From an optimization exercise on the open Yosys and OpenROAD flow, aimed at small area, a short achievable clock period and few clock cycles per item; shortcuts taken in it are not production practice.
No run shown here included a check of the RTL's function; only the layout flow was run.

==> flow/design.v, too long to show whole: its modules and the start of the top module <==
// module tanh: 1632 lines
// module tanh_fa: 4 lines
// module tanh_ha: 4 lines
module tanh (
    input  clk,
    input  rst,
    input  [13:0] i_x,
    input  i_valid,
    output o_ready,
    output [13:0] o_fx,
    output o_valid,
    input  i_ready
);
  // ...
==> flow/run.sh <==
#!/bin/bash
# synth_recipe.tcl (not shown) runs the flow's synth.tcl, then flattens the netlist and writes it again
# the make line also repeats each setting of config.mk as NAME=value (left out here)
make -C /OpenROAD-flow-scripts/flow DESIGN_CONFIG=/design/flow/config.mk WORK_HOME=/design/flow/orfs CLKGATE_MAP_FILE= SYNTH_SCRIPT=/design/flow/synth_recipe.tcl finish
==> flow/config.mk <==
export PLATFORM = sky130hd
export DESIGN_NAME = tanh
export DESIGN_NICKNAME = tanh
export VERILOG_FILES = /design/flow/design.v
export SDC_FILE = /design/flow/constraint.sdc
export NUM_CORES = 4
export LEC_CHECK = 0
export CAP_MARGIN = 20
export CORE_MARGIN = 2
export CORE_UTILIZATION = 40
export SETUP_SLACK_MARGIN = 4.7
export SLEW_MARGIN = 20
export SYNTH_HIERARCHICAL = 1
export SYNTH_MINIMUM_KEEP_SIZE = 0
==> flow/constraint.sdc <==
create_clock -name core_clock -period 8.0 [get_ports {clk}]
set_input_delay 1.6000 -clock core_clock [delete_from_list [all_inputs] [get_ports {clk}]]
set_output_delay 1.6000 -clock core_clock [all_outputs]
set_load 0.01 [all_outputs]
==> flow_summary_export.csv, run 1 <==
group,metric,value,unit
min_path,hold_path.startpoint,"x_s9[13]",
synthesis,synth_warnings,7,
setup_path,crit_path_top_delay_cell,"edfxtp_1",
layout,fillCellCount,9065,
synthesis,synthCells,3042,
route,route.layer.met1.wl,35400,µm
sta,hold_ws,405,ps
clock_network,postCtsSetupBuffers,15,
layout,multi_input_area,21200,µm²
status,status,"finished clean",
min_path,hold_path_end,"x_s10[13]",
grt,grt.met3_usage,2.35,%
clock_network,cts_root_buf,"clkbuf_16",
layout,final_cell_mix,"edfxtp_1 (596), xnor2_1 (406), a22oi_1 (365)",
clock_network,cts_resized,6,
clock_network,clockBufferDepth,3,
job,cap_violations,0,
clock_network,clk-insertion-delay-late,620,ps
layout,seq_cell_count,613,
layout,multi_input_area_share,46.8,%
synthesis,syn_area,40500,µm²
layout,layout_commonest_cell,"edfxtp_1",
layout,largest_cell_class,"multi-input combinational cells",
synthesis,synth.largest_area_cell,"edfxtp_1",
synthesis,synthAdderAreaFrac,24.6,%
==> run 2: changes to the inputs <==
--- a/flow/design.v
+++ b/flow/design.v
@@ -27,4 +27,4 @@
 logic [0:0] m2_hc;
-logic [15:0] m2_ha;
-logic [15:0] m2_hb;
+logic [17:0] m2_ha;
+logic [17:0] m2_hb;
 logic [13:0] x_s4;
@@ -162,9 +162,9 @@
 wire m1_s_91, m1_c_91;
-tanh_ha m1_ha_91 (.a(m1_pp_11), .b(m1_pp_22), .s(m1_s_91), .co(m1_c_91));
+tanh_ha m1_ha_91 (.a(x0[6]), .b(m1_pp_11), .s(m1_s_91), .co(m1_c_91));
 wire m1_s_92, m1_c_92;
 tanh_ha m1_ha_92 (.a(m1_pp_12), .b(m1_pp_23), .s(m1_s_92), .co(m1_c_92));
-wire m1_s_93 = ~(m1_pp_13 ^ m1_pp_24);
-wire m1_c_94 = m1_pp_13 | m1_pp_24;
+wire m1_s_93 = ~(x0[7] ^ m1_pp_13);
+wire m1_c_94 = x0[7] | m1_pp_13;
 wire m1_s_95, m1_c_95;
-tanh_fa m1_fa_95 (.a(m1_pp_34), .b(m1_pp_43), .c(m1_pp_51), .s(m1_s_95), .co(m1_c_95));
+tanh_fa m1_fa_95 (.a(m1_pp_24), .b(m1_pp_34), .c(m1_pp_43), .s(m1_s_95), .co(m1_c_95));
 wire m1_s_96, m1_c_96;
@@ -172,5 +172,5 @@
 wire m1_s_97, m1_c_97;
-tanh_fa m1_fa_97 (.a(m1_pp_36), .b(m1_pp_45), .c(m1_pp_53), .s(m1_s_97), .co(m1_c_97));
+tanh_fa m1_fa_97 (.a(x0[8]), .b(m1_pp_36), .c(m1_pp_45), .s(m1_s_97), .co(m1_c_97));
 wire m1_s_98, m1_c_98;
-tanh_ha m1_ha_98 (.a(m1_pp_7), .b(m1_pp_18), .s(m1_s_98), .co(m1_c_98));
+tanh_ha m1_ha_98 (.a(x0[4]), .b(m1_pp_7), .s(m1_s_98), .co(m1_c_98));
 wire m1_s_99, m1_c_99;
@@ -178,5 +178,5 @@
 wire m1_s_100, m1_c_100;
-tanh_fa m1_fa_100 (.a(m1_pp_9), .b(m1_pp_20), .c(m1_pp_30), .s(m1_s_100), .co(m1_c_100));
+tanh_fa m1_fa_100 (.a(x0[5]), .b(m1_pp_9), .c(m1_pp_20), .s(m1_s_100), .co(m1_c_100));
 wire m1_s_101, m1_c_101;
-tanh_ha m1_ha_101 (.a(m1_pp_39), .b(m1_pp_47), .s(m1_s_101), .co(m1_c_101));
+tanh_ha m1_ha_101 (.a(m1_pp_30), .b(m1_pp_39), .s(m1_s_101), .co(m1_c_101));
 wire m1_s_102, m1_c_102;
@@ -186,5 +186,5 @@
 wire m1_s_104, m1_c_104;
-tanh_fa m1_fa_104 (.a(m1_pp_32), .b(m1_pp_41), .c(m1_pp_49), .s(m1_s_104), .co(m1_c_104));
+tanh_fa m1_fa_104 (.a(m1_pp_22), .b(m1_pp_32), .c(m1_pp_41), .s(m1_s_104), .co(m1_c_104));
 wire m1_s_105, m1_c_105;
-tanh_fa m1_fa_105 (.a(m1_pp_56), .b(x0[6]), .c(m1_s_91), .s(m1_s_105), .co(m1_c_105));
+tanh_fa m1_fa_105 (.a(m1_pp_49), .b(m1_pp_56), .c(m1_s_91), .s(m1_s_105), .co(m1_c_105));
 wire m1_s_106, m1_c_106;
@@ -194,3 +194,3 @@
 wire m1_s_108, m1_c_108;
-tanh_fa m1_fa_108 (.a(m1_pp_58), .b(m1_pp_64), .c(x0[7]), .s(m1_s_108), .co(m1_c_108));
+tanh_fa m1_fa_108 (.a(m1_pp_51), .b(m1_pp_58), .c(m1_pp_64), .s(m1_s_108), .co(m1_c_108));
 wire m1_s_109, m1_c_109;
@@ -202,5 +202,5 @@
 wire m1_s_112, m1_c_112;
-tanh_fa m1_fa_112 (.a(m1_pp_60), .b(m1_pp_66), .c(m1_pp_71), .s(m1_s_112), .co(m1_c_112));
+tanh_fa m1_fa_112 (.a(m1_pp_53), .b(m1_pp_60), .c(m1_pp_66), .s(m1_s_112), .co(m1_c_112));
 wire m1_s_113, m1_c_113;
-tanh_fa m1_fa_113 (.a(x0[8]), .b(m1_c_96), .c(m1_s_97), .s(m1_s_113), .co(m1_c_113));
+tanh_fa m1_fa_113 (.a(m1_pp_71), .b(m1_c_96), .c(m1_s_97), .s(m1_s_113), .co(m1_c_113));
 wire m1_s_114, m1_c_114;
@@ -210,5 +210,5 @@
 wire m1_s_116, m1_c_116;
-tanh_fa m1_fa_116 (.a(m1_pp_55), .b(m1_pp_62), .c(m1_pp_68), .s(m1_s_116), .co(m1_c_116));
+tanh_fa m1_fa_116 (.a(x0[9]), .b(m1_pp_55), .c(m1_pp_62), .s(m1_s_116), .co(m1_c_116));
 wire m1_s_117, m1_c_117;
-tanh_fa m1_fa_117 (.a(m1_pp_73), .b(m1_pp_77), .c(x0[9]), .s(m1_s_117), .co(m1_c_117));
+tanh_fa m1_fa_117 (.a(m1_pp_68), .b(m1_pp_73), .c(m1_pp_77), .s(m1_s_117), .co(m1_c_117));
 wire m1_s_118, m1_c_118;
@@ -216,5 +216,5 @@
 wire m1_s_119, m1_c_119;
-tanh_fa m1_fa_119 (.a(m1_pp_70), .b(m1_pp_75), .c(m1_pp_79), .s(m1_s_119), .co(m1_c_119));
+tanh_fa m1_fa_119 (.a(x0[10]), .b(m1_pp_70), .c(m1_pp_75), .s(m1_s_119), .co(m1_c_119));
 wire m1_s_120, m1_c_120;
-tanh_ha m1_ha_120 (.a(m1_pp_5), .b(m1_pp_16), .s(m1_s_120), .co(m1_c_120));
+tanh_ha m1_ha_120 (.a(x0[3]), .b(m1_pp_5), .s(m1_s_120), .co(m1_c_120));
 wire m1_s_121, m1_c_121;
@@ -222,3 +222,3 @@
 wire m1_s_122, m1_c_122;
-tanh_fa m1_fa_122 (.a(m1_pp_28), .b(m1_pp_37), .c(x0[4]), .s(m1_s_122), .co(m1_c_122));
+tanh_fa m1_fa_122 (.a(m1_pp_18), .b(m1_pp_28), .c(m1_pp_37), .s(m1_s_122), .co(m1_c_122));
 wire m1_s_123, m1_c_123;
@@ -226,3 +226,3 @@
 wire m1_s_124, m1_c_124;
-tanh_fa m1_fa_124 (.a(x0[5]), .b(m1_c_99), .c(m1_s_101), .s(m1_s_124), .co(m1_c_124));
+tanh_fa m1_fa_124 (.a(m1_pp_47), .b(m1_c_99), .c(m1_s_101), .s(m1_s_124), .co(m1_c_124));
 wire m1_s_125, m1_c_125;
@@ -246,3 +246,3 @@
 wire m1_s_134, m1_c_134;
-tanh_fa m1_fa_134 (.a(m1_pp_82), .b(x0[10]), .c(m1_c_118), .s(m1_s_134), .co(m1_c_134));
+tanh_fa m1_fa_134 (.a(m1_pp_79), .b(m1_pp_82), .c(m1_c_118), .s(m1_s_134), .co(m1_c_134));
 wire m1_s_135, m1_c_135;
@@ -250,5 +250,5 @@
 wire m1_s_136, m1_c_136;
-tanh_fa m1_fa_136 (.a(m1_pp_81), .b(m1_pp_84), .c(m1_pp_86), .s(m1_s_136), .co(m1_c_136));
+tanh_fa m1_fa_136 (.a(x0[11]), .b(m1_pp_81), .c(m1_pp_84), .s(m1_s_136), .co(m1_c_136));
 wire m1_s_137, m1_c_137;
-tanh_ha m1_ha_137 (.a(m1_pp_3), .b(m1_pp_14), .s(m1_s_137), .co(m1_c_137));
+tanh_ha m1_ha_137 (.a(x0[2]), .b(m1_pp_3), .s(m1_s_137), .co(m1_c_137));
 wire m1_s_138, m1_c_138;
@@ -256,3 +256,3 @@
 wire m1_s_139, m1_c_139;
-tanh_fa m1_fa_139 (.a(m1_pp_26), .b(x0[3]), .c(m1_s_120), .s(m1_s_139), .co(m1_c_139));
+tanh_fa m1_fa_139 (.a(m1_pp_16), .b(m1_pp_26), .c(m1_s_120), .s(m1_s_139), .co(m1_c_139));
 wire m1_s_140, m1_c_140;
@@ -288,3 +288,3 @@
 wire m1_s_155, m1_c_155;
-tanh_fa m1_fa_155 (.a(x0[11]), .b(m1_c_135), .c(m1_s_136), .s(m1_s_155), .co(m1_c_155));
+tanh_fa m1_fa_155 (.a(m1_pp_86), .b(m1_c_135), .c(m1_s_136), .s(m1_s_155), .co(m1_c_155));
 wire m1_s_156, m1_c_156;
@@ -292,5 +292,5 @@
 wire m1_s_157, m1_c_157;
-tanh_fa m1_fa_157 (.a(m1_pp_88), .b(m1_pp_89), .c(x0[12]), .s(m1_s_157), .co(m1_c_157));
-wire [25:0] m1_ra = {m1_pp_90, m1_s_157, m1_s_156, m1_s_155, m1_s_154, m1_s_153, m1_s_152, m1_s_151, m1_s_150, m1_s_149, m1_s_148, m1_s_147, m1_s_146, m1_s_145, m1_s_144, m1_s_143, m1_s_142, m1_s_141, m1_s_140, m1_s_139, m1_s_138, m1_s_137, m1_pp_2, m1_pp_1, 1'b0, x0[0]};
-wire [25:0] m1_rb = {m1_c_157, m1_c_156, m1_c_155, m1_c_154, m1_c_153, m1_c_152, m1_c_151, m1_c_150, m1_c_149, m1_c_148, m1_c_147, m1_c_146, m1_c_145, m1_c_144, m1_c_143, m1_c_142, m1_c_141, m1_c_140, m1_c_139, m1_c_138, m1_c_137, x0[2], 1'b0, x0[1], 1'b0, 1'b0};
+tanh_fa m1_fa_157 (.a(x0[12]), .b(m1_pp_88), .c(m1_pp_89), .s(m1_s_157), .co(m1_c_157));
+wire [25:0] m1_ra = {m1_pp_90, m1_s_157, m1_s_156, m1_s_155, m1_s_154, m1_s_153, m1_s_152, m1_s_151, m1_s_150, m1_s_149, m1_s_148, m1_s_147, m1_s_146, m1_s_145, m1_s_144, m1_s_143, m1_s_142, m1_s_141, m1_s_140, m1_s_139, m1_s_138, m1_s_137, m1_pp_2, x0[1], 1'b0, x0[0]};
+wire [25:0] m1_rb = {m1_c_157, m1_c_156, m1_c_155, m1_c_154, m1_c_153, m1_c_152, m1_c_151, m1_c_150, m1_c_149, m1_c_148, m1_c_147, m1_c_146, m1_c_145, m1_c_144, m1_c_143, m1_c_142, m1_c_141, m1_c_140, m1_c_139, m1_c_138, m1_c_137, m1_pp_14, 1'b0, m1_pp_1, 1'b0, 1'b0};
 wire [8:0] m1_lo = m1_ra[7:0] + m1_rb[7:0];
@@ -331,3 +331,3 @@
 wire m2a_s_182, m2a_c_182;
-tanh_ha m2a_ha_182 (.a(m2a_pp_168), .b(q_s2[13]), .s(m2a_s_182), .co(m2a_c_182));
+tanh_ha m2a_ha_182 (.a(q_s2[13]), .b(m2a_pp_168), .s(m2a_s_182), .co(m2a_c_182));
 wire m2a_s_183 = ~m2a_pp_169;
@@ -415,3 +415,3 @@
 wire m2_s_258, m2_c_258;
-tanh_ha m2_ha_258 (.a(m2_pp_190), .b(m2_pp_203), .s(m2_s_258), .co(m2_c_258));
+tanh_ha m2_ha_258 (.a(d1_neg[3]), .b(m2_pp_190), .s(m2_s_258), .co(m2_c_258));
 wire m2_s_259, m2_c_259;
@@ -445,3 +445,3 @@
 wire m2_s_277, m2_c_277;
-tanh_ha m2_ha_277 (.a(m2_pp_188), .b(m2_pp_201), .s(m2_s_277), .co(m2_c_277));
+tanh_ha m2_ha_277 (.a(d1_neg[2]), .b(m2_pp_188), .s(m2_s_277), .co(m2_c_277));
 wire m2_s_278, m2_c_278;
@@ -449,3 +449,3 @@
 wire m2_s_279, m2_c_279;
-tanh_fa m2_fa_279 (.a(m2_pp_216), .b(m2_pp_229), .c(d1_neg[3]), .s(m2_s_279), .co(m2_c_279));
+tanh_fa m2_fa_279 (.a(m2_pp_203), .b(m2_pp_216), .c(m2_pp_229), .s(m2_s_279), .co(m2_c_279));
 wire m2_s_280, m2_c_280;
@@ -477,3 +477,3 @@
 wire m2_s_295, m2_c_295;
-tanh_ha m2_ha_295 (.a(m2_pp_186), .b(m2_pp_199), .s(m2_s_295), .co(m2_c_295));
+tanh_ha m2_ha_295 (.a(d1_neg[1]), .b(m2_pp_186), .s(m2_s_295), .co(m2_c_295));
 wire m2_s_296, m2_c_296;
@@ -481,3 +481,3 @@
 wire m2_s_297, m2_c_297;
-tanh_fa m2_fa_297 (.a(m2_pp_214), .b(d1_neg[2]), .c(m2_s_277), .s(m2_s_297), .co(m2_c_297));
+tanh_fa m2_fa_297 (.a(m2_pp_201), .b(m2_pp_214), .c(m2_s_277), .s(m2_s_297), .co(m2_c_297));
 wire m2_s_298, m2_c_298;
@@ -516,7 +516,7 @@
 wire m2_c_315 = m2_pp_257 | m2_pp_243;
-wire [25:0] m2_ra = {1'b1, 1'b1, 1'b1, m2_c_315, m2_s_314, m2_s_313, m2_s_312, m2_s_311, m2_s_310, m2_s_309, m2_s_308, m2_s_307, m2_s_306, m2_s_305, m2_s_304, m2_s_303, m2_s_302, m2_s_301, m2_s_300, m2_s_299, m2_s_298, m2_s_297, m2_s_296, m2_s_295, m2_pp_185, m2_pp_184};
-wire [25:0] m2_rb = {1'b0, 1'b0, 1'b0, 1'b0, m2_c_313, m2_c_312, m2_c_311, m2_c_310, m2_c_309, m2_c_308, m2_c_307, m2_c_306, m2_c_305, m2_c_304, m2_c_303, m2_c_302, m2_c_301, m2_c_300, m2_c_299, m2_c_298, m2_c_297, m2_c_296, m2_c_295, d1_neg[1], 1'b0, d1_neg[0]};
-wire [10:0] m2_lo = m2_ra[9:0] + m2_rb[9:0];
-wire [15:0] m2_full = m2_ha + m2_hb + {15'd0, m2_hc};
-wire [13:0] m2_sum = m2_full[15:2];
+wire [25:0] m2_ra = {1'b1, 1'b1, 1'b1, m2_c_315, m2_s_314, m2_s_313, m2_s_312, m2_s_311, m2_s_310, m2_s_309, m2_s_308, m2_s_307, m2_s_306, m2_s_305, m2_s_304, m2_s_303, m2_s_302, m2_s_301, m2_s_300, m2_s_299, m2_s_298, m2_s_297, m2_s_296, m2_s_295, m2_pp_185, d1_neg[0]};
+wire [25:0] m2_rb = {1'b0, 1'b0, 1'b0, 1'b0, m2_c_313, m2_c_312, m2_c_311, m2_c_310, m2_c_309, m2_c_308, m2_c_307, m2_c_306, m2_c_305, m2_c_304, m2_c_303, m2_c_302, m2_c_301, m2_c_300, m2_c_299, m2_c_298, m2_c_297, m2_c_296, m2_c_295, m2_pp_199, 1'b0, m2_pp_184};
+wire [8:0] m2_lo = m2_ra[7:0] + m2_rb[7:0];
+wire [17:0] m2_full = m2_ha + m2_hb + {17'd0, m2_hc};
+wire [13:0] m2_sum = m2_full[17:4];
 wire [9:0] m2_r = m2_sum[9:0];
@@ -625,3 +625,3 @@
 wire m3_s_413, m3_c_413;
-tanh_ha m3_ha_413 (.a(m3_pp_322), .b(m3_pp_335), .s(m3_s_413), .co(m3_c_413));
+tanh_ha m3_ha_413 (.a(d2_neg[3]), .b(m3_pp_322), .s(m3_s_413), .co(m3_c_413));
 wire m3_s_414, m3_c_414;
@@ -629,5 +629,5 @@
 wire m3_s_415, m3_c_415;
-tanh_fa m3_fa_415 (.a(m3_pp_324), .b(m3_pp_337), .c(m3_pp_350), .s(m3_s_415), .co(m3_c_415));
+tanh_fa m3_fa_415 (.a(d2_neg[4]), .b(m3_pp_324), .c(m3_pp_337), .s(m3_s_415), .co(m3_c_415));
 wire m3_s_416, m3_c_416;
-tanh_ha m3_ha_416 (.a(m3_pp_363), .b(m3_pp_376), .s(m3_s_416), .co(m3_c_416));
+tanh_ha m3_ha_416 (.a(m3_pp_350), .b(m3_pp_363), .s(m3_s_416), .co(m3_c_416));
 wire m3_s_417, m3_c_417;
@@ -670,3 +670,3 @@
 wire m3_s_437, m3_c_437;
-tanh_ha m3_ha_437 (.a(m3_pp_320), .b(m3_pp_333), .s(m3_s_437), .co(m3_c_437));
+tanh_ha m3_ha_437 (.a(d2_neg[2]), .b(m3_pp_320), .s(m3_s_437), .co(m3_c_437));
 wire m3_s_438, m3_c_438;
@@ -674,3 +674,3 @@
 wire m3_s_439, m3_c_439;
-tanh_fa m3_fa_439 (.a(m3_pp_348), .b(m3_pp_361), .c(d2_neg[3]), .s(m3_s_439), .co(m3_c_439));
+tanh_fa m3_fa_439 (.a(m3_pp_335), .b(m3_pp_348), .c(m3_pp_361), .s(m3_s_439), .co(m3_c_439));
 wire m3_s_440, m3_c_440;
@@ -678,3 +678,3 @@
 wire m3_s_441, m3_c_441;
-tanh_fa m3_fa_441 (.a(d2_neg[4]), .b(m3_c_414), .c(m3_s_416), .s(m3_s_441), .co(m3_c_441));
+tanh_fa m3_fa_441 (.a(m3_pp_376), .b(m3_c_414), .c(m3_s_416), .s(m3_s_441), .co(m3_c_441));
 wire m3_s_442, m3_c_442;
@@ -704,3 +704,3 @@
 wire m3_s_454, m3_c_454;
-tanh_ha m3_ha_454 (.a(m3_pp_318), .b(m3_pp_331), .s(m3_s_454), .co(m3_c_454));
+tanh_ha m3_ha_454 (.a(d2_neg[1]), .b(m3_pp_318), .s(m3_s_454), .co(m3_c_454));
 wire m3_s_455, m3_c_455;
@@ -708,3 +708,3 @@
 wire m3_s_456, m3_c_456;
-tanh_fa m3_fa_456 (.a(m3_pp_346), .b(d2_neg[2]), .c(m3_s_437), .s(m3_s_456), .co(m3_c_456));
+tanh_fa m3_fa_456 (.a(m3_pp_333), .b(m3_pp_346), .c(m3_s_437), .s(m3_s_456), .co(m3_c_456));
 wire m3_s_457, m3_c_457;
@@ -745,4 +745,4 @@
 wire m3_c_475 = m3_pp_390 | m3_pp_403;
-wire [25:0] m3_ra = {1'b1, 1'b1, m3_pp_404, m3_s_474, m3_s_473, m3_s_472, m3_s_471, m3_s_470, m3_s_469, m3_s_468, m3_s_467, m3_s_466, m3_s_465, m3_s_464, m3_s_463, m3_s_462, m3_s_461, m3_s_460, m3_s_459, m3_s_458, m3_s_457, m3_s_456, m3_s_455, m3_s_454, m3_pp_317, m3_pp_316};
-wire [25:0] m3_rb = {1'b0, 1'b0, m3_c_475, m3_c_473, m3_c_472, m3_c_471, m3_c_470, m3_c_469, m3_c_468, m3_c_467, m3_c_466, m3_c_465, m3_c_464, m3_c_463, m3_c_462, m3_c_461, m3_c_460, m3_c_459, m3_c_458, m3_c_457, m3_c_456, m3_c_455, m3_c_454, d2_neg[1], 1'b0, d2_neg[0]};
+wire [25:0] m3_ra = {1'b1, 1'b1, m3_pp_404, m3_s_474, m3_s_473, m3_s_472, m3_s_471, m3_s_470, m3_s_469, m3_s_468, m3_s_467, m3_s_466, m3_s_465, m3_s_464, m3_s_463, m3_s_462, m3_s_461, m3_s_460, m3_s_459, m3_s_458, m3_s_457, m3_s_456, m3_s_455, m3_s_454, m3_pp_317, d2_neg[0]};
+wire [25:0] m3_rb = {1'b0, 1'b0, m3_c_475, m3_c_473, m3_c_472, m3_c_471, m3_c_470, m3_c_469, m3_c_468, m3_c_467, m3_c_466, m3_c_465, m3_c_464, m3_c_463, m3_c_462, m3_c_461, m3_c_460, m3_c_459, m3_c_458, m3_c_457, m3_c_456, m3_c_455, m3_c_454, m3_pp_331, 1'b0, m3_pp_316};
 wire [8:0] m3_lo = m3_ra[7:0] + m3_rb[7:0];
@@ -850,3 +850,3 @@
 wire m4_s_571, m4_c_571;
-tanh_ha m4_ha_571 (.a(m4_pp_482), .b(m4_pp_495), .s(m4_s_571), .co(m4_c_571));
+tanh_ha m4_ha_571 (.a(d3_neg[3]), .b(m4_pp_482), .s(m4_s_571), .co(m4_c_571));
 wire m4_s_572, m4_c_572;
@@ -854,5 +854,5 @@
 wire m4_s_573, m4_c_573;
-tanh_fa m4_fa_573 (.a(m4_pp_484), .b(m4_pp_497), .c(m4_pp_510), .s(m4_s_573), .co(m4_c_573));
+tanh_fa m4_fa_573 (.a(d3_neg[4]), .b(m4_pp_484), .c(m4_pp_497), .s(m4_s_573), .co(m4_c_573));
 wire m4_s_574, m4_c_574;
-tanh_ha m4_ha_574 (.a(m4_pp_523), .b(m4_pp_536), .s(m4_s_574), .co(m4_c_574));
+tanh_ha m4_ha_574 (.a(m4_pp_510), .b(m4_pp_523), .s(m4_s_574), .co(m4_c_574));
 wire m4_s_575, m4_c_575;
@@ -894,3 +894,3 @@
 wire m4_s_595, m4_c_595;
-tanh_ha m4_ha_595 (.a(m4_pp_480), .b(m4_pp_493), .s(m4_s_595), .co(m4_c_595));
+tanh_ha m4_ha_595 (.a(d3_neg[2]), .b(m4_pp_480), .s(m4_s_595), .co(m4_c_595));
 wire m4_s_596, m4_c_596;
@@ -898,3 +898,3 @@
 wire m4_s_597, m4_c_597;
-tanh_fa m4_fa_597 (.a(m4_pp_508), .b(m4_pp_521), .c(d3_neg[3]), .s(m4_s_597), .co(m4_c_597));
+tanh_fa m4_fa_597 (.a(m4_pp_495), .b(m4_pp_508), .c(m4_pp_521), .s(m4_s_597), .co(m4_c_597));
 wire m4_s_598, m4_c_598;
@@ -902,3 +902,3 @@
 wire m4_s_599, m4_c_599;
-tanh_fa m4_fa_599 (.a(d3_neg[4]), .b(m4_c_572), .c(m4_s_574), .s(m4_s_599), .co(m4_c_599));
+tanh_fa m4_fa_599 (.a(m4_pp_536), .b(m4_c_572), .c(m4_s_574), .s(m4_s_599), .co(m4_c_599));
 wire m4_s_600, m4_c_600;
@@ -928,3 +928,3 @@
 wire m4_s_613, m4_c_613;
-tanh_ha m4_ha_613 (.a(m4_pp_478), .b(m4_pp_491), .s(m4_s_613), .co(m4_c_613));
+tanh_ha m4_ha_613 (.a(d3_neg[1]), .b(m4_pp_478), .s(m4_s_613), .co(m4_c_613));
 wire m4_s_614, m4_c_614;
@@ -932,3 +932,3 @@
 wire m4_s_615, m4_c_615;
-tanh_fa m4_fa_615 (.a(m4_pp_506), .b(d3_neg[2]), .c(m4_s_595), .s(m4_s_615), .co(m4_c_615));
+tanh_fa m4_fa_615 (.a(m4_pp_493), .b(m4_pp_506), .c(m4_s_595), .s(m4_s_615), .co(m4_c_615));
 wire m4_s_616, m4_c_616;
@@ -969,4 +969,4 @@
 wire m4_c_634 = m4_pp_550 | m4_pp_563;
-wire [25:0] m4_ra = {1'b1, m4_pp_565, m4_pp_564, m4_s_633, m4_s_632, m4_s_631, m4_s_630, m4_s_629, m4_s_628, m4_s_627, m4_s_626, m4_s_625, m4_s_624, m4_s_623, m4_s_622, m4_s_621, m4_s_620, m4_s_619, m4_s_618, m4_s_617, m4_s_616, m4_s_615, m4_s_614, m4_s_613, m4_pp_477, m4_pp_476};
-wire [25:0] m4_rb = {1'b0, 1'b0, m4_c_634, m4_c_632, m4_c_631, m4_c_630, m4_c_629, m4_c_628, m4_c_627, m4_c_626, m4_c_625, m4_c_624, m4_c_623, m4_c_622, m4_c_621, m4_c_620, m4_c_619, m4_c_618, m4_c_617, m4_c_616, m4_c_615, m4_c_614, m4_c_613, d3_neg[1], 1'b0, d3_neg[0]};
+wire [25:0] m4_ra = {1'b1, m4_pp_565, m4_pp_564, m4_s_633, m4_s_632, m4_s_631, m4_s_630, m4_s_629, m4_s_628, m4_s_627, m4_s_626, m4_s_625, m4_s_624, m4_s_623, m4_s_622, m4_s_621, m4_s_620, m4_s_619, m4_s_618, m4_s_617, m4_s_616, m4_s_615, m4_s_614, m4_s_613, m4_pp_477, d3_neg[0]};
+wire [25:0] m4_rb = {1'b0, 1'b0, m4_c_634, m4_c_632, m4_c_631, m4_c_630, m4_c_629, m4_c_628, m4_c_627, m4_c_626, m4_c_625, m4_c_624, m4_c_623, m4_c_622, m4_c_621, m4_c_620, m4_c_619, m4_c_618, m4_c_617, m4_c_616, m4_c_615, m4_c_614, m4_c_613, m4_pp_491, 1'b0, m4_pp_476};
 wire [8:0] m4_lo = m4_ra[7:0] + m4_rb[7:0];
@@ -1083,3 +1083,3 @@
 wire m5_s_739, m5_c_739;
-tanh_ha m5_ha_739 (.a(m5_pp_645), .b(m5_pp_658), .s(m5_s_739), .co(m5_c_739));
+tanh_ha m5_ha_739 (.a(d4_neg[5]), .b(m5_pp_645), .s(m5_s_739), .co(m5_c_739));
 wire m5_s_740, m5_c_740;
@@ -1106,3 +1106,3 @@
 wire m5_s_754, m5_c_754;
-tanh_ha m5_ha_754 (.a(m5_pp_641), .b(m5_pp_654), .s(m5_s_754), .co(m5_c_754));
+tanh_ha m5_ha_754 (.a(d4_neg[3]), .b(m5_pp_641), .s(m5_s_754), .co(m5_c_754));
 wire m5_s_755, m5_c_755;
@@ -1110,5 +1110,5 @@
 wire m5_s_756, m5_c_756;
-tanh_fa m5_fa_756 (.a(m5_pp_643), .b(m5_pp_656), .c(m5_pp_669), .s(m5_s_756), .co(m5_c_756));
+tanh_fa m5_fa_756 (.a(d4_neg[4]), .b(m5_pp_643), .c(m5_pp_656), .s(m5_s_756), .co(m5_c_756));
 wire m5_s_757, m5_c_757;
-tanh_ha m5_ha_757 (.a(m5_pp_682), .b(m5_pp_695), .s(m5_s_757), .co(m5_c_757));
+tanh_ha m5_ha_757 (.a(m5_pp_669), .b(m5_pp_682), .s(m5_s_757), .co(m5_c_757));
 wire m5_s_758, m5_c_758;
@@ -1118,5 +1118,5 @@
 wire m5_s_760, m5_c_760;
-tanh_fa m5_fa_760 (.a(m5_pp_671), .b(m5_pp_684), .c(m5_pp_697), .s(m5_s_760), .co(m5_c_760));
+tanh_fa m5_fa_760 (.a(m5_pp_658), .b(m5_pp_671), .c(m5_pp_684), .s(m5_s_760), .co(m5_c_760));
 wire m5_s_761, m5_c_761;
-tanh_fa m5_fa_761 (.a(m5_pp_710), .b(d4_neg[5]), .c(m5_s_739), .s(m5_s_761), .co(m5_c_761));
+tanh_fa m5_fa_761 (.a(m5_pp_697), .b(m5_pp_710), .c(m5_s_739), .s(m5_s_761), .co(m5_c_761));
 wire m5_s_762, m5_c_762;
@@ -1161,3 +1161,3 @@
 wire m5_s_783, m5_c_783;
-tanh_ha m5_ha_783 (.a(m5_pp_639), .b(m5_pp_652), .s(m5_s_783), .co(m5_c_783));
+tanh_ha m5_ha_783 (.a(d4_neg[2]), .b(m5_pp_639), .s(m5_s_783), .co(m5_c_783));
 wire m5_s_784, m5_c_784;
@@ -1165,3 +1165,3 @@
 wire m5_s_785, m5_c_785;
-tanh_fa m5_fa_785 (.a(m5_pp_667), .b(m5_pp_680), .c(d4_neg[3]), .s(m5_s_785), .co(m5_c_785));
+tanh_fa m5_fa_785 (.a(m5_pp_654), .b(m5_pp_667), .c(m5_pp_680), .s(m5_s_785), .co(m5_c_785));
 wire m5_s_786, m5_c_786;
@@ -1169,3 +1169,3 @@
 wire m5_s_787, m5_c_787;
-tanh_fa m5_fa_787 (.a(d4_neg[4]), .b(m5_c_755), .c(m5_s_757), .s(m5_s_787), .co(m5_c_787));
+tanh_fa m5_fa_787 (.a(m5_pp_695), .b(m5_c_755), .c(m5_s_757), .s(m5_s_787), .co(m5_c_787));
 wire m5_s_788, m5_c_788;
@@ -1200,3 +1200,3 @@
 wire m5_s_803, m5_c_803;
-tanh_ha m5_ha_803 (.a(m5_pp_637), .b(m5_pp_650), .s(m5_s_803), .co(m5_c_803));
+tanh_ha m5_ha_803 (.a(d4_neg[1]), .b(m5_pp_637), .s(m5_s_803), .co(m5_c_803));
 wire m5_s_804, m5_c_804;
@@ -1204,3 +1204,3 @@
 wire m5_s_805, m5_c_805;
-tanh_fa m5_fa_805 (.a(m5_pp_665), .b(d4_neg[2]), .c(m5_s_783), .s(m5_s_805), .co(m5_c_805));
+tanh_fa m5_fa_805 (.a(m5_pp_652), .b(m5_pp_665), .c(m5_s_783), .s(m5_s_805), .co(m5_c_805));
 wire m5_s_806, m5_c_806;
@@ -1246,4 +1246,4 @@
 wire m5_s_826 = ~m5_pp_738;
-wire [25:0] m5_ra = {m5_s_826, m5_s_825, m5_s_824, m5_s_823, m5_s_822, m5_s_821, m5_s_820, m5_s_819, m5_s_818, m5_s_817, m5_s_816, m5_s_815, m5_s_814, m5_s_813, m5_s_812, m5_s_811, m5_s_810, m5_s_809, m5_s_808, m5_s_807, m5_s_806, m5_s_805, m5_s_804, m5_s_803, m5_pp_636, m5_pp_635};
-wire [25:0] m5_rb = {m5_c_825, m5_c_824, m5_c_823, m5_c_822, m5_c_821, m5_c_820, m5_c_819, m5_c_818, m5_c_817, m5_c_816, m5_c_815, m5_c_814, m5_c_813, m5_c_812, m5_c_811, m5_c_810, m5_c_809, m5_c_808, m5_c_807, m5_c_806, m5_c_805, m5_c_804, m5_c_803, d4_neg[1], 1'b0, d4_neg[0]};
+wire [25:0] m5_ra = {m5_s_826, m5_s_825, m5_s_824, m5_s_823, m5_s_822, m5_s_821, m5_s_820, m5_s_819, m5_s_818, m5_s_817, m5_s_816, m5_s_815, m5_s_814, m5_s_813, m5_s_812, m5_s_811, m5_s_810, m5_s_809, m5_s_808, m5_s_807, m5_s_806, m5_s_805, m5_s_804, m5_s_803, m5_pp_636, d4_neg[0]};
+wire [25:0] m5_rb = {m5_c_825, m5_c_824, m5_c_823, m5_c_822, m5_c_821, m5_c_820, m5_c_819, m5_c_818, m5_c_817, m5_c_816, m5_c_815, m5_c_814, m5_c_813, m5_c_812, m5_c_811, m5_c_810, m5_c_809, m5_c_808, m5_c_807, m5_c_806, m5_c_805, m5_c_804, m5_c_803, m5_pp_650, 1'b0, m5_pp_635};
 wire [8:0] m5_lo = m5_ra[7:0] + m5_rb[7:0];
@@ -1367,3 +1367,3 @@
 wire m6_s_937, m6_c_937;
-tanh_ha m6_ha_937 (.a(m6_pp_837), .b(m6_pp_851), .s(m6_s_937), .co(m6_c_937));
+tanh_ha m6_ha_937 (.a(dx_neg[5]), .b(m6_pp_837), .s(m6_s_937), .co(m6_c_937));
 wire m6_s_938, m6_c_938;
@@ -1371,5 +1371,5 @@
 wire m6_s_939, m6_c_939;
-tanh_fa m6_fa_939 (.a(m6_pp_839), .b(m6_pp_853), .c(m6_pp_867), .s(m6_s_939), .co(m6_c_939));
+tanh_fa m6_fa_939 (.a(dx_neg[6]), .b(m6_pp_839), .c(m6_pp_853), .s(m6_s_939), .co(m6_c_939));
 wire m6_s_940, m6_c_940;
-tanh_ha m6_ha_940 (.a(m6_pp_881), .b(m6_pp_895), .s(m6_s_940), .co(m6_c_940));
+tanh_ha m6_ha_940 (.a(m6_pp_867), .b(m6_pp_881), .s(m6_s_940), .co(m6_c_940));
 wire m6_s_941, m6_c_941;
@@ -1394,3 +1394,3 @@
 wire m6_s_953, m6_c_953;
-tanh_ha m6_ha_953 (.a(m6_pp_833), .b(m6_pp_847), .s(m6_s_953), .co(m6_c_953));
+tanh_ha m6_ha_953 (.a(dx_neg[3]), .b(m6_pp_833), .s(m6_s_953), .co(m6_c_953));
 wire m6_s_954, m6_c_954;
@@ -1398,5 +1398,5 @@
 wire m6_s_955, m6_c_955;
-tanh_fa m6_fa_955 (.a(m6_pp_835), .b(m6_pp_849), .c(m6_pp_863), .s(m6_s_955), .co(m6_c_955));
+tanh_fa m6_fa_955 (.a(dx_neg[4]), .b(m6_pp_835), .c(m6_pp_849), .s(m6_s_955), .co(m6_c_955));
 wire m6_s_956, m6_c_956;
-tanh_ha m6_ha_956 (.a(m6_pp_877), .b(m6_pp_891), .s(m6_s_956), .co(m6_c_956));
+tanh_ha m6_ha_956 (.a(m6_pp_863), .b(m6_pp_877), .s(m6_s_956), .co(m6_c_956));
 wire m6_s_957, m6_c_957;
@@ -1406,5 +1406,5 @@
 wire m6_s_959, m6_c_959;
-tanh_fa m6_fa_959 (.a(m6_pp_865), .b(m6_pp_879), .c(m6_pp_893), .s(m6_s_959), .co(m6_c_959));
+tanh_fa m6_fa_959 (.a(m6_pp_851), .b(m6_pp_865), .c(m6_pp_879), .s(m6_s_959), .co(m6_c_959));
 wire m6_s_960, m6_c_960;
-tanh_fa m6_fa_960 (.a(m6_pp_907), .b(dx_neg[5]), .c(m6_s_937), .s(m6_s_960), .co(m6_c_960));
+tanh_fa m6_fa_960 (.a(m6_pp_893), .b(m6_pp_907), .c(m6_s_937), .s(m6_s_960), .co(m6_c_960));
 wire m6_s_961, m6_c_961;
@@ -1414,3 +1414,3 @@
 wire m6_s_963, m6_c_963;
-tanh_fa m6_fa_963 (.a(m6_pp_909), .b(m6_pp_923), .c(dx_neg[6]), .s(m6_s_963), .co(m6_c_963));
+tanh_fa m6_fa_963 (.a(m6_pp_895), .b(m6_pp_909), .c(m6_pp_923), .s(m6_s_963), .co(m6_c_963));
 wire m6_s_964, m6_c_964;
@@ -1453,3 +1453,3 @@
 wire m6_s_984, m6_c_984;
-tanh_ha m6_ha_984 (.a(m6_pp_831), .b(m6_pp_845), .s(m6_s_984), .co(m6_c_984));
+tanh_ha m6_ha_984 (.a(dx_neg[2]), .b(m6_pp_831), .s(m6_s_984), .co(m6_c_984));
 wire m6_s_985, m6_c_985;
@@ -1457,3 +1457,3 @@
 wire m6_s_986, m6_c_986;
-tanh_fa m6_fa_986 (.a(m6_pp_861), .b(m6_pp_875), .c(dx_neg[3]), .s(m6_s_986), .co(m6_c_986));
+tanh_fa m6_fa_986 (.a(m6_pp_847), .b(m6_pp_861), .c(m6_pp_875), .s(m6_s_986), .co(m6_c_986));
 wire m6_s_987, m6_c_987;
@@ -1461,3 +1461,3 @@
 wire m6_s_988, m6_c_988;
-tanh_fa m6_fa_988 (.a(dx_neg[4]), .b(m6_c_954), .c(m6_s_956), .s(m6_s_988), .co(m6_c_988));
+tanh_fa m6_fa_988 (.a(m6_pp_891), .b(m6_c_954), .c(m6_s_956), .s(m6_s_988), .co(m6_c_988));
 wire m6_s_989, m6_c_989;
@@ -1494,3 +1494,3 @@
 wire m6_s_1005, m6_c_1005;
-tanh_ha m6_ha_1005 (.a(m6_pp_829), .b(m6_pp_843), .s(m6_s_1005), .co(m6_c_1005));
+tanh_ha m6_ha_1005 (.a(dx_neg[1]), .b(m6_pp_829), .s(m6_s_1005), .co(m6_c_1005));
 wire m6_s_1006, m6_c_1006;
@@ -1498,3 +1498,3 @@
 wire m6_s_1007, m6_c_1007;
-tanh_fa m6_fa_1007 (.a(m6_pp_859), .b(dx_neg[2]), .c(m6_s_984), .s(m6_s_1007), .co(m6_c_1007));
+tanh_fa m6_fa_1007 (.a(m6_pp_845), .b(m6_pp_859), .c(m6_s_984), .s(m6_s_1007), .co(m6_c_1007));
 wire m6_s_1008, m6_c_1008;
@@ -1541,4 +1541,4 @@
 tanh_fa m6_fa_1028 (.a(m6_pp_922), .b(m6_pp_936), .c(m6_pp_921), .s(m6_s_1028), .co(m6_c_1028));
-wire [25:0] m6_ra = {m6_s_1028, m6_s_1027, m6_s_1026, m6_s_1025, m6_s_1024, m6_s_1023, m6_s_1022, m6_s_1021, m6_s_1020, m6_s_1019, m6_s_1018, m6_s_1017, m6_s_1016, m6_s_1015, m6_s_1014, m6_s_1013, m6_s_1012, m6_s_1011, m6_s_1010, m6_s_1009, m6_s_1008, m6_s_1007, m6_s_1006, m6_s_1005, m6_pp_828, m6_pp_827};
-wire [25:0] m6_rb = {m6_c_1027, m6_c_1026, m6_c_1025, m6_c_1024, m6_c_1023, m6_c_1022, m6_c_1021, m6_c_1020, m6_c_1019, m6_c_1018, m6_c_1017, m6_c_1016, m6_c_1015, m6_c_1014, m6_c_1013, m6_c_1012, m6_c_1011, m6_c_1010, m6_c_1009, m6_c_1008, m6_c_1007, m6_c_1006, m6_c_1005, dx_neg[1], 1'b0, dx_neg[0]};
+wire [25:0] m6_ra = {m6_s_1028, m6_s_1027, m6_s_1026, m6_s_1025, m6_s_1024, m6_s_1023, m6_s_1022, m6_s_1021, m6_s_1020, m6_s_1019, m6_s_1018, m6_s_1017, m6_s_1016, m6_s_1015, m6_s_1014, m6_s_1013, m6_s_1012, m6_s_1011, m6_s_1010, m6_s_1009, m6_s_1008, m6_s_1007, m6_s_1006, m6_s_1005, m6_pp_828, dx_neg[0]};
+wire [25:0] m6_rb = {m6_c_1027, m6_c_1026, m6_c_1025, m6_c_1024, m6_c_1023, m6_c_1022, m6_c_1021, m6_c_1020, m6_c_1019, m6_c_1018, m6_c_1017, m6_c_1016, m6_c_1015, m6_c_1014, m6_c_1013, m6_c_1012, m6_c_1011, m6_c_1010, m6_c_1009, m6_c_1008, m6_c_1007, m6_c_1006, m6_c_1005, m6_pp_843, 1'b0, m6_pp_827};
 wire [8:0] m6_lo = m6_ra[7:0] + m6_rb[7:0];
@@ -1577,5 +1577,5 @@
         x_s3 <= x_s2;
-        m2_hc <= m2_lo[10:10];
-        m2_ha <= m2_ra[25:10];
-        m2_hb <= m2_rb[25:10];
+        m2_hc <= m2_lo[8:8];
+        m2_ha <= m2_ra[25:8];
+        m2_hb <= m2_rb[25:8];
         x_s4 <= x_s3;
==> run 2 against run 1 <==
Compared with the run above: still clean; sequential cell count grew 4; global-route usage grew 0.094 points; via count shrank 0.83%; final cell count is essentially flat; worst hold slack gained 1.1 ps; setup slack lost 67 ps; maximum frequency shrank 2.1%; clock skew shrank 9.0 ps.
==> flow_summary_export.csv, run 2 <==
group,metric,value,unit
synthesis,synth_edf_count,600,
sta,finalSetupViolations,0,
floorplan,core_area,100000,µm²
layout,final_cell_mix,"edfxtp_1 (600), xnor2_1 (415), a22oi_1 (365)",
synthesis,synth.top_cells.by_count,"edfxtp_1 (600), xnor2_1 (417), a22oi_1 (365)",
setup_path,endpoint,"m6_ha[8]",
setup_path,critPathMaxFanout,16,
placed_design,dp_hpwl,52300,µm
placed_design,pre_cts_slack,4140,ps
clock_network,clk-insertion-delay-late,640,ps
placed_design,portBuffers,33,
grt,overflow,0,
floorplan,core.rowCount,116,
clock_network,numCtsBuffers,71,
setup_path,timing_worst_setup_path_type,"reg2reg",
grt,grtUsageTotal,15.2,%
synthesis,syn_area,40500,µm²
clock_network,cts_root_buf,"clkbuf_16",
sta,drv_slew,0,
sta,fin_crit,3240,ps
setup_path,regToRegSetupSlack,4760,ps
synthesis,synthCells,3045,
sta,hold_ws,406,ps
grt,grt_max_degree,193,
route,vias,23300,
setup_path,crit_arrival,3600,ps
synthesis,synth.distinct_cells,72,
layout,fin_nets,3687,
layout,fillCellCount,8937,
synthesis,synth_warnings,7,
layout,area_growth,12.4,%
clock_network,clockBufferDepth,3,
route,drt-wirelength-per-cell,17.3,µm
sta,fmax,309,MHz
clock_network,cts.clk_slew.worst_paths,60,ps
min_path,hold_path.startpoint,"q_s6[11]",
route,drtIter0Drc,1437,
route,drc,0,
route,finalWirelength,77500,µm
status,status,"finished clean",
grt,grt_pass1_vias,23900,
route,drtPass1Iterations,7,
synthesis,synth.largest_area_cell,"edfxtp_1",
setup_path,worstRegToRegCells,6,
route,ant_nets,0,
synthesis,synth_top_area_share,44.5,%
synthesis,yosys.area_share.simple,3.96,%
placed_design,gp_congestion,0.804,
synthesis,synth_top_family_by_area,"adder cells",
setup_path,timing.rr.end,"m6_ha[8]",
layout,layout_commonest_cell,"edfxtp_1",
sta,finalClockSkew,36.3,ps
floorplan,dieArea,104000,µm²
synthesis,ys.flop_type,"edfxtp_1",
layout,drive_above_1_share,9.11,%
sta,fin_tns_setup,0,ps
sta,fin_crit_sh,40.5,%
floorplan,ios,34,
synthesis,ys_top_cells_by_area,"edfxtp_1 (44%), fa_1 (16%), xnor2_1 (9.0%)",
setup_path,required,8360,ps
clock_network,cts.sinks,617,
job,cap_violations,0,
sta,hold_viol,0,
synthesis,synthMuxAreaShare,1.32,%
floorplan,die_w,322,µm
route,via_per_inst,5.20,
clock_network,cts_hold_buf,0,
clock_network,htreeDepth,3,
setup_path,setup.worst_path.end_class,"flop",
synthesis,synth_compound_area_share,11.0,%
synthesis,synth-xor-area-share,10.5,%
min_path,hold_class,"reg2reg",
synthesis,syn_nets,3669,
sta,worst_slack,4760,ps
clock_network,cts_tree,"done",
grt,grt_pass1_wl,129000,µm
sta,rsz0062_at_grt,"false",
sta,worst_pin_slew,1090,ps
synthesis,syn_area_per_cell,13.3,µm²
synthesis,synthArstFlopShare,0,%
setup_path,cp-start-kind,"flop",
setup_path,r2r_start,"dx_one[4]",
synthesis,yosysSeqAreaShare,45.3,%
sta,relSlewSlack,27.4,%
synthesis,synthAdderAreaFrac,24.6,%
synthesis,synth_seq_cells,617,
setup_path,crit_start,"dx_one[4]",
synthesis,yosysMostFrequentCell,"edfxtp_1",
grt,antenna_found_initial,0,
floorplan,start_util,40.4,%
floorplan,die_height,322,µm
run 2: layout make-up:
cell class / count / area, µm² / share of cell area [%]
flip-flops and latches: 617 / 18400 / 40.3
diodes: 1 / 2.50 / 0.00549
clock buffers: 83 / 1820 / 4.00
repair buffers: 153 / 1460 / 3.20
well taps: 1357 / 1700 / 3.73
clock inverters: 45 / 634 / 1.39
inverters: 138 / 518 / 1.14
multi-input cells: 2082 / 21000 / 46.2
run 2: routing by layer:
layer  share of wire, %  GRT usage, %  routed length (µm)  up-vias
li1                   -             -                   -    11000
met1                 45          20.6               35100    11700
met2                 49          25.4               37700      445
met3                3.8          2.27                2950      119
met4                2.4          4.68                1840        0
met5                  0             0                   0        -
run 2: worst min path at each step:
| stage | slack, ps | to | depth (start not counted) |
|---|---|---|---|
| 2_1_floorplan | 400 | q_s5[0] | 0 |
| 3_3_place_gp | 400 | x_s3[3] | 0 |
| 3_5_place_dp | 400 | q_s5[0] | 0 |
| 4_1_cts | 410 | q_s7[6] | 0 |
| 5_1_grt | 420 | q_s7[11] | 0 |
| 6_report | 410 | q_s7[11] | 0 |
run 2: cell families after synthesis:
| logic type | after synthesis |
|---|---|
| compound gates | 625 |
| flops | 617 |
| fa+ha+maj | 606 |
| xor+xnor | 486 |
| buf+inv | 346 |
| simple gates | 316 |
| mux | 49 |
run 2: timing repair:
item                       in CTS  in global routing
setup buffers                  31                 79
hold endpoints to repair        0                  0
setup endpoints to repair     242                170
pin swaps                       1                  6
resized for setup               4                  9
run 2: critical path: stages (launching register included):
cell	delay, ps
edfxtp_1	720
a22oi_1	180
xnor2_1	250
fa_1	470
fa_1	420
fa_1	510
fa_1	410
run 2: per-stage QoR:
stage	area (µm²)	utilization, %	instances
floorplan	40700	-	3045
global placement	42000	41.9	4237
detailed placement	42000	41.9	4237
CTS	44700	44.6	4396
global route	45500	45.4	4475
finish	45500	45.4	4476
run 2: modules after synthesis (local to each module, per instance):
module,cells inside,area (µm²)
tanh,2652,33200
tanh_fa,1,20.0
tanh_ha,1,12.5

[separate check: timing with driven ports]
No port has a modelled driver above. Below, the same layouts with a new extraction and two added sets of constraints.
Step 1 (the two cells are an assumption about what drives the block):
set clk [get_ports {clk}]
set_driving_cell -lib_cell sky130_fd_sc_hd__clkbuf_16 $clk
set_driving_cell -lib_cell sky130_fd_sc_hd__buf_2 [delete_from_list [all_inputs] $clk]
Step 2, shift: input delay + t, output delay - t, t = (earliest + latest rising clock arrival at the registers) / 2. This alone moves slack from input paths to output paths.
Slacks: ideal / step 1 / step 2; pairs: ideal / step 1.
| run | t, ns | setup WS [ns] | hold slack, ns | latest minus earliest clock arrival (ns) | pins driven straight from the clock port |
|---|---|---|---|---|---|
| run 1 | 0.669 | 4.826 / 4.789 / 4.264 | 0.405 / 0.405 / 0.405 | 0.057 / 0.058 | 1 |
| run 2 | 0.684 | 4.760 / 4.760 / 4.238 | 0.406 / 0.406 / 0.406 | 0.037 / 0.037 | 1 |
After both steps setup and hold are still met in every run listed. For run 1, which loses most, drivers alone change the setup slack by -0.037 ns; drivers and shift together by -0.562 ns.
